This is an optimization exercise on Yosys and OpenROAD, whose aim is small area, not a production implementation.
Only simulation tests tie the RTL to the original design; equivalence was not proved.
No activity file was given, so power comes from the tool's default toggle rates.

## flow/design.v

```verilog
`timescale 1ns / 1ps
`default_nettype none
module top_level(
    input logic clk,
    input logic up_sw1,
    input logic down_sw1,
    input logic up_sw2,
    input logic down_sw2,
    input logic reset,
    input logic serve,
    input logic [9:0] vga_x,
    input logic [9:0] vga_y,
    input logic frame,
    output logic [3:0] vgaRed,
    output logic [3:0] vgaGreen,
    output logic [3:0] vgaBlue,
    output logic [7:0] an_n,
    output logic [6:0] segments_n
    );
    localparam logic [1:0] S_L = 2'd0, S_R = 2'd1, PLAY = 2'd2, OVER = 2'd3;
    logic [7:0] pl, pr;           
    logic [8:0] bx;               
    logic [9:0] by;               
    logic [9:0] vy;               
    logic       dir;              
    logic [1:0] st;               
    logic [2:0] spd;              
    logic       ydir;             
    logic [3:0] in0, in1, in6, in7;   
    logic [16:0] dv;              
    logic [2:0] q;                
    always_ff @(posedge clk)
        if (reset) pl <= 8'd131;
        else if (frame && up_sw1 && !down_sw1) begin
            if (pl > 8'd68) pl <= pl - 8'd1;
        end else if (frame && down_sw1 && !up_sw1) begin
            if (pl < 8'd219) pl <= pl + 8'd1;
        end
    always_ff @(posedge clk)
        if (reset) pr <= 8'd131;
        else if (frame && up_sw2 && !down_sw2) begin
            if (pr > 8'd68) pr <= pr - 8'd1;
        end else if (frame && down_sw2 && !up_sw2) begin
            if (pr < 8'd219) pr <= pr + 8'd1;
        end
    logic moving, missl, missr, wall, zone;
    logic [7:0] psel;
    logic [8:0] f;
    logic [9:0] d;
    logic top, mid, bot;
    assign moving = (vy != 10'd0);
    assign missl = (bx <= 9'd15);
    assign missr = (bx >= 9'd385);
    assign wall  = (by <= 10'd136) || (by >= 10'd502);
    assign zone  = (bx <= 9'd17) || (bx >= 9'd378 && bx <= 9'd382);
    assign psel  = bx[8] ? pr : pl;
    assign f = by[9:1] - {1'b0, psel};
    assign d = {f, by[0]};
    assign top = zone && (d < 10'd25);
    assign mid = zone && (d >= 10'd25) && (d < 10'd50);
    assign bot = zone && (d >= 10'd50) && (d < 10'd75);
    logic win;
    assign win = dir ? (in7 != 4'd0) : (in1 != 4'd0);
    always_ff @(posedge clk)
        if (reset) begin
            ydir <= 1'b0;
            spd <= 3'd1;
        end else if (frame) begin
            ydir <= ~ydir;
            spd <= (spd == 3'd5) ? 3'd1 : spd + 3'd1;
        end
    always_ff @(posedge clk)
        if (reset) begin
            bx <= 9'd200;
            by <= 10'd300;
            vy <= 10'd0;
            dir <= 1'b0;
            st <= S_R;
        end else if (frame) begin
            if (st == S_L || st == S_R) begin
                if (serve) begin
                    st <= PLAY;
                    dir <= st[0];
                    vy <= ydir ? {7'd0, spd} : -{7'd0, spd};
                end
            end else if (st == PLAY) begin
                if (!moving) begin
                    if (win) st <= OVER;
                    else st <= dir ? S_L : S_R;
                end else if (missl || missr) begin
                    bx <= 9'd200;
                    by <= 10'd300;
                    vy <= 10'd0;
                    dir <= missr;
                end else if (wall) begin
                    vy <= -vy;
                    by <= by - vy;
                    bx <= dir ? bx + 9'd1 : bx - 9'd1;
                end else if (top || mid || bot) begin
                    dir <= ~dir;
                    bx <= dir ? bx - 9'd2 : bx + 9'd2;
                    if (top && vy > 10'd1) vy <= vy - 10'd1;
                    if (bot && vy < 10'd5) vy <= vy + 10'd1;
                end else begin
                    bx <= dir ? bx + 9'd1 : bx - 9'd1;
                    by <= by + vy;
                end
            end
        end
    logic upd_l, upd_r;
    assign upd_l = frame && st == PLAY && !moving && dir;
    assign upd_r = frame && st == PLAY && !moving && !dir;
    always_ff @(posedge clk)
        if (reset && frame) begin
            in0 <= 4'd0; in1 <= 4'd0; in6 <= 4'd0; in7 <= 4'd0;
        end else begin
            if (upd_r) begin
                in0 <= (in0 == 4'd9) ? 4'd0 : in0 + 4'd1;
                if (in0 == 4'd9) in1 <= (in1 == 4'd9) ? 4'd0 : in1 + 4'd1;
            end
            if (upd_l) begin
                in6 <= (in6 == 4'd9) ? 4'd0 : in6 + 4'd1;
                if (in6 == 4'd9) in7 <= (in7 == 4'd9) ? 4'd0 : in7 + 4'd1;
            end
        end
    logic tick;
    assign tick = (dv[15:0] == 16'h6461);
    always_ff @(posedge clk)
        if (reset) dv <= 17'h19a10;
        else dv <= {dv[15:0], dv[16] ^ dv[5] ^ tick};
    always_ff @(posedge clk)
        if (reset) q <= 3'd0;
        else if (tick) q <= q + 3'd1;
    logic [3:0] digit;
    always_comb
        case (q)
            3'd0: digit = in0;
            3'd1: digit = in1;
            3'd6: digit = in6;
            3'd7: digit = in7;
            default: digit = 4'd0;
        endcase
    logic [6:0] seg;
    always_comb
        case (digit)
            4'd0: seg = 7'b1111110;
            4'd1: seg = 7'b0110000;
            4'd2: seg = 7'b1101101;
            4'd3: seg = 7'b1111001;
            4'd4: seg = 7'b0110011;
            4'd5: seg = 7'b1011011;
            4'd6: seg = 7'b1011111;
            4'd7: seg = 7'b1110000;
            4'd8: seg = 7'b1111111;
            default: seg = 7'b1110011;
        endcase
    assign segments_n = ~seg;
    assign an_n = ~{q == 3'd7, q == 3'd6, 4'b0000, q == 3'd1, q == 3'd0};
    logic wallpix, netpix, lpad, rpad, ballpix, padrow;
    logic [7:0] pdisp;
    logic [9:0] e;
    logic [9:0] bdx, bdy;
    assign wallpix = (vga_x < 10'd799) && (vga_y[9:3] == 7'd16 || vga_y[9:3] == 7'd64);
    assign netpix  = (vga_x >= 10'd396) && (vga_x < 10'd404) && (vga_y >= 10'd136) && (vga_y < 10'd512) && vga_y[4];
    assign pdisp   = vga_x[9] ? pr : pl;
    assign e       = {1'b0, vga_y[9:1]} - {2'b00, pdisp};    
    assign padrow  = !e[9] && ({e[8:0], vga_y[0]} < 10'd75);
    assign lpad    = padrow && (vga_x >= 10'd25) && (vga_x < 10'd35);
    assign rpad    = padrow && (vga_x >= 10'd765) && (vga_x < 10'd775);
    assign bdx     = {1'b0, vga_x[9:1]} - {1'b0, bx};
    assign bdy     = vga_y - by;
    assign ballpix = (st != OVER) && !bdx[9] && (bdx[8:0] < 9'd5)
                     && (vga_y >= by) && (bdy < 10'd10);
    logic r, g, b;
    assign r = wallpix | netpix | lpad | ballpix;
    assign g = wallpix | netpix | ballpix;
    assign b = wallpix | netpix | rpad;
    assign vgaRed = {4{r}};
    assign vgaGreen = {4{g}};
    assign vgaBlue = {4{b}};
endmodule
```

## flow/run.sh

```bash
#!/bin/bash
# synth_recipe.tcl (not shown) runs the flow's synth.tcl, then flattens the netlist and writes it again
# the make line also repeats each setting of config.mk as NAME=value (left out here)
make -C /OpenROAD-flow-scripts/flow DESIGN_CONFIG=/design/flow/config.mk WORK_HOME=/design/flow/orfs CLKGATE_MAP_FILE= SYNTH_SCRIPT=/design/flow/synth_recipe.tcl finish
```

## flow/config.mk

```make
export PLATFORM = sky130hd
export DESIGN_NAME = top_level
export DESIGN_NICKNAME = top_level
export VERILOG_FILES = /design/flow/design.v
export SDC_FILE = /design/flow/constraint.sdc
export NUM_CORES = 4
export LEC_CHECK = 0
export CAP_MARGIN = 20
export CORE_MARGIN = 2
export CORE_UTILIZATION = 40
export SLEW_MARGIN = 20
```

## flow/constraint.sdc

```tcl
create_clock -name core_clock -period 20.0 [get_ports {clk}]
set_input_delay 4.0000 -clock core_clock [delete_from_list [all_inputs] [get_ports {clk}]]
set_output_delay 4.0000 -clock core_clock [all_outputs]
set_load 0.01 [all_outputs]
```

==> flow_metrics.py <==
metrics = {
    "run_status": {
        "status": "no timing/DRC/antenna violations",
    },
    "setup_path": {
        "crit_path_end_kind": "output pin",
        "crit_buf_inv": 3,
        "critPathSlowestCell": "clkdlybuf4s50_1",
        "cp.arrival_ns": 8.05,
        "startpoint_type": "primary input",
        "path_cells": "clkdlybuf4s50_1 -> nand2_1 -> o21ai_0 -> ha_1 -> inv_1 -> fa_1 -> a21o_1 -> a21oi_1 -> o21bai_1 -> a21oi_1 -> o21ai_0 -> xor2_1 -> and3_1 -> o221ai_1 -> o21ai_0 -> clkdlybuf4s50_1",
        "critPathKind": "in -> out",
        "cp_common_cell": "o21ai_0",
        "critPathMaxFanout": 15,
        "critical_path.top_delay_family": "buffers and inverters",
        "cpPeakStageDelay_ns": 0.94,
        "worstPathRequired_ns": 16.00,
    },
    "routing": {
        "first_pass_iters": 5,
        "drc": 0,
        "routed_wl_mm": 19.9,
        "vias_per_cell": 5.42,
        "initialDrtViolationCount": 370,
        "vias": 7198,
        "avgRoutedWirePerCell_um": 15.0,
        "ant_nets": 0,
    },
    "logic_synthesis": {
        "synth_top_area_frac": 0.219,
        "synth_flop_cell": "dfxtp_1",
        "synth_seq_cells": 88,
        "synthesis.area_um2": 8060,
        "avgSynthCellArea_um2": 7.78,
        "ys_top_cells_by_area": "dfxtp_1, ha_1, xnor2_1",
        "synth-edff-count": 0,
        "postSynthCellCount": 1036,
        "yosysTopAreaCell": "dfxtp_1",
        "yosys.cell_types.count": 72,
        "ys_seq_area_frac": 0.219,
        "ys_async_sr_fraction": 0,
        "yosysWarningCount": 1,
    },
    "cells_and_area": {
        "fin_nets": 1180,
        "antenna_cells": 0,
        "layout_common_cells": "nor2_1, dfxtp_1, ha_1",
        "drive_above_1_share": 0.0358,
        "layout.cells.most_common": "nor2_1",
        "area_growth_pct": 11.5,
        "stdcell_count": 1327,
    },
    "timing": {
        "timing.hold.ws_ns": 0.446,
        "period_share": 0.602,
        "period_minus_slack_ns": 12.05,
        "setup_violations": 0,
        "slew_viol_final": 0,
        "worst_slew_pin_slew_ns": 1.04,
        "hold_violations": 0,
        "rsz0062_at_grt": "false",
        "max_slew_margin": 0.308,
        "fin_tns_setup_ns": 0,
        "fmax_mhz": 83.0,
        "fin_skew_ns": 0.0103,
    },
    "placement": {
        "port_buffers": 50,
        "hpwlAfterDp_mm": 14.8,
        "dp_cells": 1311,
        "gp_congestion": 0.818,
    },
    "floorplan": {
        "io_pins": 55,
        "initial_core_util": 0.411,
        "die_width_um": 146,
        "num_rows": 51,
        "die_h_um": 146,
        "dieArea_um2": 21300,
        "core_area_um2": 19600,
    },
    "power": {
        "p_switching_w": 0.000185,
        "peakVddDrop_mv": 0.0463,
        "combinationalPowerShare": 0.311,
        "powerDensity_nw_per_um2": 58.6,
        "leakage_nw": 3.77,
        "internal_power_w": 0.000342,
        "clkPwrFrac": 0.320,
        "p_sw_frac": 0.351,
        "p_seq_frac": 0.369,
        "power_w": 0.000526,
    },
    "global_routing": {
        "grt_pass1_wl_mm": 33.2,
        "grt_usage": 0.188,
        "grt-ovfl-total": 0,
        "antenna_found_initial": 0,
        "grt_max_degree": 60,
        "grt_pass1_vias": 6646,
    },
    "clocking": {
        "cts_tree": "built",
        "cts.clk_slew.worst_paths_ns": 0.07,
        "cts-resized-gates": 0,
        "hold_buffers": 0,
        "htree_levels": 3,
        "worstSkewPairLatency_ns": 0.36,
        "cts-buffers-inserted": 9,
        "cts_setup_buffers": 0,
        "cts_buffer_depth": 2,
        "cts.sinks": 88,
        "cts-root-buf": "clkbuf_16",
    },
    "job": {
        "drv_cap": 0,
    },
    "hold_path": {
        "hold_path.class": "reg -> reg",
    },
}
-- stage by stage --
step                      area, um2   util  worst slack [ns]
after floorplan                8070      -              9.26
after global placement         8690  0.443              8.09
after detailed placement       8690  0.443              7.93
after CTS                      8970  0.458              7.92
after global routing           8980  0.459              7.51
final                          8980  0.459              7.95
-- cell type report --
class | count | area [um2]
Fill cell | 1967 | 10600
Multi-Input combinational cell | 821 | 5770
Sequential cell | 88 | 1760
Timing Repair Buffer | 55 | 533
Tap cell | 265 | 332
Inverter | 82 | 308
Clock buffer | 9 | 225
Clock inverter | 7 | 56.3
-- metal layers --
layer,wire (um),vias to the layer above,part of all wire,global-route usage
li1,-,3710,-,-
met1,10200,3332,0.51,0.263
met2,8710,134,0.44,0.299
met3,705,22,0.035,0.0288
met4,311,0,0.016,0.0520
met5,0,-,0,0
-- cell families after synthesis --
kind of cell | Yosys count | share of synthesized area
AOI/OAI and AO/OA | 275 | 0.225
xor gates and xnor gates | 67 | 0.0728
adders and majority gates | 95 | 0.156
buffers and inverters | 130 | 0.0685
DFF | 88 | 0.219
muxes | 43 | 0.0536
other | 1 | 0.000466
and+or+nand+nor | 337 | 0.205
-- power by group through the flow --
| stage | Clock, W | Combinational [W] | Sequential (W) |
|---|---|---|---|
| floorplan | 0 | 0.000131 | 0.000192 |
| global placement | 0 | 0.000161 | 0.000198 |
| global route | 0.000178 | 0.000186 | 0.000195 |
| detailed placement | 0 | 0.000162 | 0.000198 |
| finish | 0.000168 | 0.000164 | 0.000194 |
| CTS | 0.000172 | 0.000164 | 0.000194 |
-- path summary, 6_finish.rpt --
| path | startpoint | depth (start not counted) | end | slack, ns |
|---|---|---|---|---|
| worst max-delay path | vga_x[9] | 16 | vgaBlue[3] | 7.95 |
| worst min-delay path | dv[8] | 1 | dv[9] | 0.45 |
| worst max register to register | bx[8] | 14 | bx[8] | 15.34 |
| worst min register to register | dv[8] | 1 | dv[9] | 0.45 |
-- state kept, by name, indices dropped and copies added, names as in the netlist --
signal	count
pl	8
st	2
ydir	1
dir	1
in7	4
vy	10
by	10
spd	3
pr	8
dv	17
in1	4
bx	9
in0	4
in6	4
q	3
-- synth_stat cells, types with 18 or more instances --
master / instances
clkbuf_1: 24
nor2b_1: 26
xor2_1: 18
mux2i_1: 42
a21oi_1: 82
nand2_1: 73
o21ai_0: 57
inv_1: 80
a21o_1: 18
nor2_1: 103
xnor2_1: 49
nor3_1: 22
dfxtp_1: 88
nand3_1: 29
ha_1: 86
-- worst reg2reg max path, cell delays in order, from the launching register on --
cell,delay (ns)
dfxtp_1,0.82
nand2_1,0.10
o21ai_0,0.13
ha_1,0.20
inv_1,0.05
fa_1,0.40
nand3_1,0.15
a21oi_1,0.10
or3_1,0.35
a2111oi_4,0.49
o2111ai_4,0.44
mux2_2,0.43
or3_1,0.35
or4_1,0.47
o2111ai_1,0.08

==> separate check: timing with driven ports <==
Ports are ideal in the flow. The routed layout listed here was re-timed in OpenROAD. Step 1 assumes that a clkbuf_16 drives the clock port and a buf_2 every other input. Step 2 adds t to the input delays and takes it off the output delays; t is the mean of the earliest and latest rising clock arrival at the registers after step 1. Input paths then give back, and output paths get back, about the clock's delay inside the block. Three values: ideal ports, drivers, drivers and shift; two values: the first two.
t (ns): 0.402
setup slack, ns: 7.953 / 7.922 / 7.922
worst setup path at the end: input to output
pins driven straight from the clock port: 1
After both steps setup and hold are still met in this run. For this run, drivers alone change the setup slack by -0.031 ns; drivers and shift together by -0.031 ns.
